This design comes from an exercise in tuning for small area and a short achievable clock period on the open sky130 flow, not from production work. Function was checked by simulation only, so behaviour that the tests miss may differ from the original.

Setup of run 1:
==> flow/design.v (excerpt) <==
module IDP_encoder_42(
  input wire [28:0] datain,
  input wire clock,
  output wire [41:0] codeout
);
  wire t_a63245986_b1 = ~datain[1];
  wire t_a63245986_b2 = (~datain[2] & t_a63245986_b1);
  wire t_a63245986_b3 = (~datain[3] & t_a63245986_b2);
  wire t_a63245986_b4 = (~datain[4] & t_a63245986_b3);
  wire t_a63245986_b5 = (~datain[5] | t_a63245986_b4);
  wire t_a63245986_b6 = (~datain[6] & t_a63245986_b5);
  wire t_a63245986_b7 = (~datain[7] | t_a63245986_b6);
  wire t_a63245986_b8 = (~datain[8] & t_a63245986_b7);
  wire t_a63245986_b9 = (~datain[9] | t_a63245986_b8);
  wire t_a63245986_b10 = (~datain[10] | t_a63245986_b9);
  wire t_a63245986_b11 = (~datain[11] | t_a63245986_b10);
  wire t_a63245986_b12 = (~datain[12] & t_a63245986_b11);
  wire t_a63245986_b13 = (~datain[13] & t_a63245986_b12);
  wire t_a63245986_b14 = (~datain[14] & t_a63245986_b13);
  wire t_a63245986_b15 = (~datain[15] & t_a63245986_b14);
  wire t_a63245986_b16 = (~datain[16] | t_a63245986_b15);
  wire t_a63245986_b17 = (~datain[17] & t_a63245986_b16);
  wire t_a63245986_b18 = (~datain[18] | t_a63245986_b17);
  wire t_a63245986_b19 = (~datain[19] & t_a63245986_b18);
  wire t_a63245986_b20 = (~datain[20] & t_a63245986_b19);
  wire t_a63245986_b21 = (~datain[21] & t_a63245986_b20);
  wire t_a63245986_b22 = (~datain[22] | t_a63245986_b21);
  wire t_a63245986_b23 = (~datain[23] | t_a63245986_b22);
  wire t_a63245986_b24 = (~datain[24] | t_a63245986_b23);
  wire t_a63245986_b25 = (~datain[25] | t_a63245986_b24);
  wire t_a63245986_b26 = (~datain[26] & t_a63245986_b25);
  wire t_a63245986_b27 = (~datain[27] & t_a63245986_b26);
  wire t_a63245986_b28 = (~datain[28] & t_a63245986_b27);
  wire t_a165580141_b29 = ~datain[0];
  wire t_a165580141_b30 = (~datain[1] & t_a165580141_b29);
  wire t_a165580141_b31 = (~datain[2] | t_a165580141_b30);
  wire t_a165580141_b32 = (~datain[3] | t_a165580141_b31);
  wire t_a165580141_b33 = (~datain[4] & t_a165580141_b32);
  wire t_a165580141_b34 = (~datain[5] | t_a165580141_b33);
  wire t_a165580141_b35 = (~datain[6] | t_a165580141_b34);
  ...
Size in the first run: ~1600 cells after synthesis, ~35 flip-flops, about 72 I/O pins, roughly 10000 um^2 of cells after synthesis.
export LEC_CHECK = 0
export ABC_AREA = 1
export CAP_MARGIN = 20
export CORE_MARGIN = 2
export CORE_UTILIZATION = 45
export CTS_BUF_LIST = sky130_fd_sc_hd__clkbuf_8
export CTS_CLUSTER_DIAMETER = 150
export CTS_CLUSTER_SIZE = 40
export PLACE_DENSITY = 0.75
export SLEW_MARGIN = 20
create_clock -name core_clock -period 70.0 [get_ports {clock}]
standard.sh (not shown) runs the stock make flow with config.mk's settings and CLKGATE_MAP_FILE= SYNTH_SCRIPT=/design/flow/synth_recipe.tcl, a recipe that flattens the netlist after the stock synthesis.
==> flow/flow/run.sh <==
#!/bin/bash
set -euo pipefail
W=$(pwd)
rm -rf "$W/scripts_mod"
cp -r "$FLOW_HOME/scripts" "$W/scripts_mod"
cp "$W/flow/abc_area.script" "$W/scripts_mod/abc_area.script"
EXTRA=()
if [[ -f "$W/flow/make_args" ]]; then mapfile -t EXTRA < "$W/flow/make_args"; fi
bash "$W/standard.sh" SCRIPTS_DIR="$W/scripts_mod" "${EXTRA[@]}" finish > "$W/orfs_make.log" 2>&1 || { tail -50 "$W/orfs_make.log"; exit 1; }
tail -5 "$W/orfs_make.log"
==> flow/flow/abc_area.script <==
strash
dc2
&get -n
&dch -f
&nf -D 12000 -R 1000
&put
topo
buffer -c
upsize -c -D 12000
dnsize -c -D 12000
==> flow/flow/make_args <==
BUFFER_PORTS_ARGS=-buffer_cell sky130_fd_sc_hd__buf_1
The flow did not stop early for run 1: all stages ran, and the layout cleared the timing, DRC and antenna checks.
For run 2, these inputs were changed with respect to run 1:
- a deleted PLACE_DENSITY that had been 0.75
- a change of CTS_CLUSTER_SIZE from 40 to 10
- a deleted CTS_BUF_LIST that had been sky130_fd_sc_hd__clkbuf_8
- a change of CTS_CLUSTER_DIAMETER from 150 to 60
==> flow/flow/abc_area.script <==
strash
dc2
dch -f
map -D 12000
topo
buffer -c
upsize -c -D 12000
dnsize -c -D 12000
==> flow/flow/make_args <==
BUFFER_PORTS_ARGS=-buffer_cell sky130_fd_sc_hd__buf_2
Findings:
Run 2 vs run 1, slowest library cell on the worst path: sky130_fd_sc_hd__nor2_1 vs sky130_fd_sc_hd__or2_1
Compared with run 1, in run 2 clock transition at the registers of the reported paths now sits lower; portion of the layout cell area used by clock cells has increased; via count has increased.
Synthesis-to-finish area growth was lower in the run labelled run 1.
The inputs of run 3 differ from those of run 2 as listed below.
==> flow/run.sh (new file) <==
#!/bin/bash
# synth_recipe.tcl (not shown) runs the flow's synth.tcl, then flattens the netlist and writes it again
# the make line also repeats each setting of config.mk as NAME=value (left out here)
make -C /OpenROAD-flow-scripts/flow DESIGN_CONFIG=/design/flow/config.mk WORK_HOME=/design/flow/orfs CLKGATE_MAP_FILE= SYNTH_SCRIPT=/design/flow/synth_recipe.tcl finish
removed: flow/flow/run.sh
removed: flow/flow/abc_area.script
removed: flow/flow/make_args
removed: flow/standard.sh
Of run 2 and run 3, run 2 shows the lower multi-input combinational cell count, with run 3 above it.
Between run 3 and run 2, it is run 3 whose wire length of the first global-routing pass is higher, by about 50%.
Taking run 2 as the reference point, the finished layout cell area of run 3 rises by about 44%.
Min total nets after synthesis across run 2 and run 3: run 2
Of run 2 and run 3, the run reporting the higher fraction of synthesized cell area in xor and xnor cells was run 2.
diff inputs: run 3 => run 4
- PLACE_DENSITY: unset -> 0.75
==> flow/flow/run.sh (new file) <==
#!/bin/bash
set -euo pipefail
W=$(pwd)
rm -rf "$W/scripts_mod"
cp -r "$FLOW_HOME/scripts" "$W/scripts_mod"
cp "$W/flow/abc_area.script" "$W/scripts_mod/abc_area.script"
EXTRA=()
if [[ -f "$W/flow/make_args" ]]; then mapfile -t EXTRA < "$W/flow/make_args"; fi
bash "$W/standard.sh" SCRIPTS_DIR="$W/scripts_mod" "${EXTRA[@]}" finish > "$W/orfs_make.log" 2>&1 || { tail -50 "$W/orfs_make.log"; exit 1; }
tail -5 "$W/orfs_make.log"
==> flow/flow/abc_area.script (new file) <==
strash
dc2
dch -f
map -D 12000
topo
buffer -c
upsize -c -D 12000
dnsize -c -D 12000
==> flow/flow/make_args (new file) <==
BUFFER_PORTS_ARGS=-buffer_cell sky130_fd_sc_hd__buf_2
==> flow/standard.sh (new file) <==
#!/bin/bash
# synth_recipe.tcl (not shown) runs the flow's synth.tcl, then flattens the netlist and writes it again
# the make line also repeats each setting of config.mk as NAME=value (left out here)
make -C /OpenROAD-flow-scripts/flow DESIGN_CONFIG=/design/flow/config.mk WORK_HOME=/design/flow/orfs CLKGATE_MAP_FILE= SYNTH_SCRIPT=/design/flow/synth_recipe.tcl "${@:-finish}"
removed: flow/run.sh
==> comparison <==
Run 3 reports its worst-path cell with the longest stage delay as sky130_fd_sc_hd__clkdlybuf4s50_1 while run 4 reports sky130_fd_sc_hd__nor2_1.
Taking run 3 as the reference, in run 4 inverter count of the layout excluding clock inverters now smaller, total met2 wirelength after detailed routing -8200 um.
Looking at signed area change from the synthesized netlist to the final layout across run 4 and run 3, the one that comes out lower is run 4.
Sort run 4 and run 3 by final estimated routing congestion in global placement, ascending, and run 3 comes first.
For run 5, these inputs were changed with respect to run 4:
- CTS_BUF_LIST now sky130_fd_sc_hd__clkbuf_8, previously not set
- CTS_CLUSTER_SIZE now 40, was 10
- CTS_CLUSTER_DIAMETER now 150, was 60
==> flow/flow/abc_area.script <==
strash
dc2
dch -f
map -D 12000
strash
dch -f
map -D 12000
topo
buffer -c
upsize -c -D 12000
dnsize -c -D 12000
==> flow/flow/make_args <==
BUFFER_PORTS_ARGS=-buffer_cell sky130_fd_sc_hd__buf_1
==> notes.md <==
Run 5: all stages complete, timing, DRC and antenna checks passed. Re first-pass detailed-route iteration total: run 5 is 3 up on run 4. Run 5 does better than run 4 on post-route minimum period. Changes observed in run 5 relative to run 4: horizontal die dimension has decreased; vertical die dimension went down by 1.8 um; final weighted congestion in routability-driven placement grew by about 1.5%. A critical path startpoint of cut_v[3]$_DFF_P_ is what run 5 shows, while datain[1] belongs to run 4.
The following lists how run 6 was set up differently from run 5:
- putting GPL_ROUTABILITY_DRIVEN at 0 where nothing was set
- putting GPL_TIMING_DRIVEN at 0 where nothing was set
## What came out
- Run 6 vs run 5: fmax down
- Higher maximum single-stage delay on the critical path was reported by run 5, not run 6.
- Looking at global-route usage, run 6 sits 1.3 points below run 5.
- Run 6 did not stop at any stage, and its layout met the timing, DRC and antenna checks.

-- separate check: timing with driven ports --
No port has a modelled driver above. Below, the same layouts with a new extraction and two added sets of constraints. Step 1 assumes that a clkbuf_16 drives the clock port and a buf_2 every other input. Step 2 moves the port delays by t, midway between the first and last clock arrival at a register: inputs arrive t later, outputs are due t later. That takes back most of the time a late clock gives input paths. Three values: ideal, step 1, step 2; two values: the first two.
run	t, ns	setup slack, ns	hold slack, ns	worst slew at a driven data input, ns	pins driven straight from the clock port
run 1	0.355	38.345 / 38.365 / 38.010	14.091 / 14.073 / 14.426	0.03	1
run 2	0.314	39.546 / 39.565 / 39.252	14.220 / 14.202 / 14.420	0.03	1
run 3	0.349	43.175 / 43.132 / 43.481	14.670 / 14.650 / 14.742	0.03	1
run 4	0.314	39.856 / 39.874 / 39.560	14.234 / 14.217 / 14.416	0.03	1
run 5	0.347	40.333 / 40.299 / 40.484	14.241 / 14.227 / 14.399	0.03	1
run 6	0.346	40.125 / 40.089 / 40.434	14.283 / 14.265 / 14.403	0.03	1
After both steps setup and hold are still met in every run listed. For run 1, which loses most, drivers alone change the setup slack by +0.020 ns; drivers and shift together by -0.335 ns.
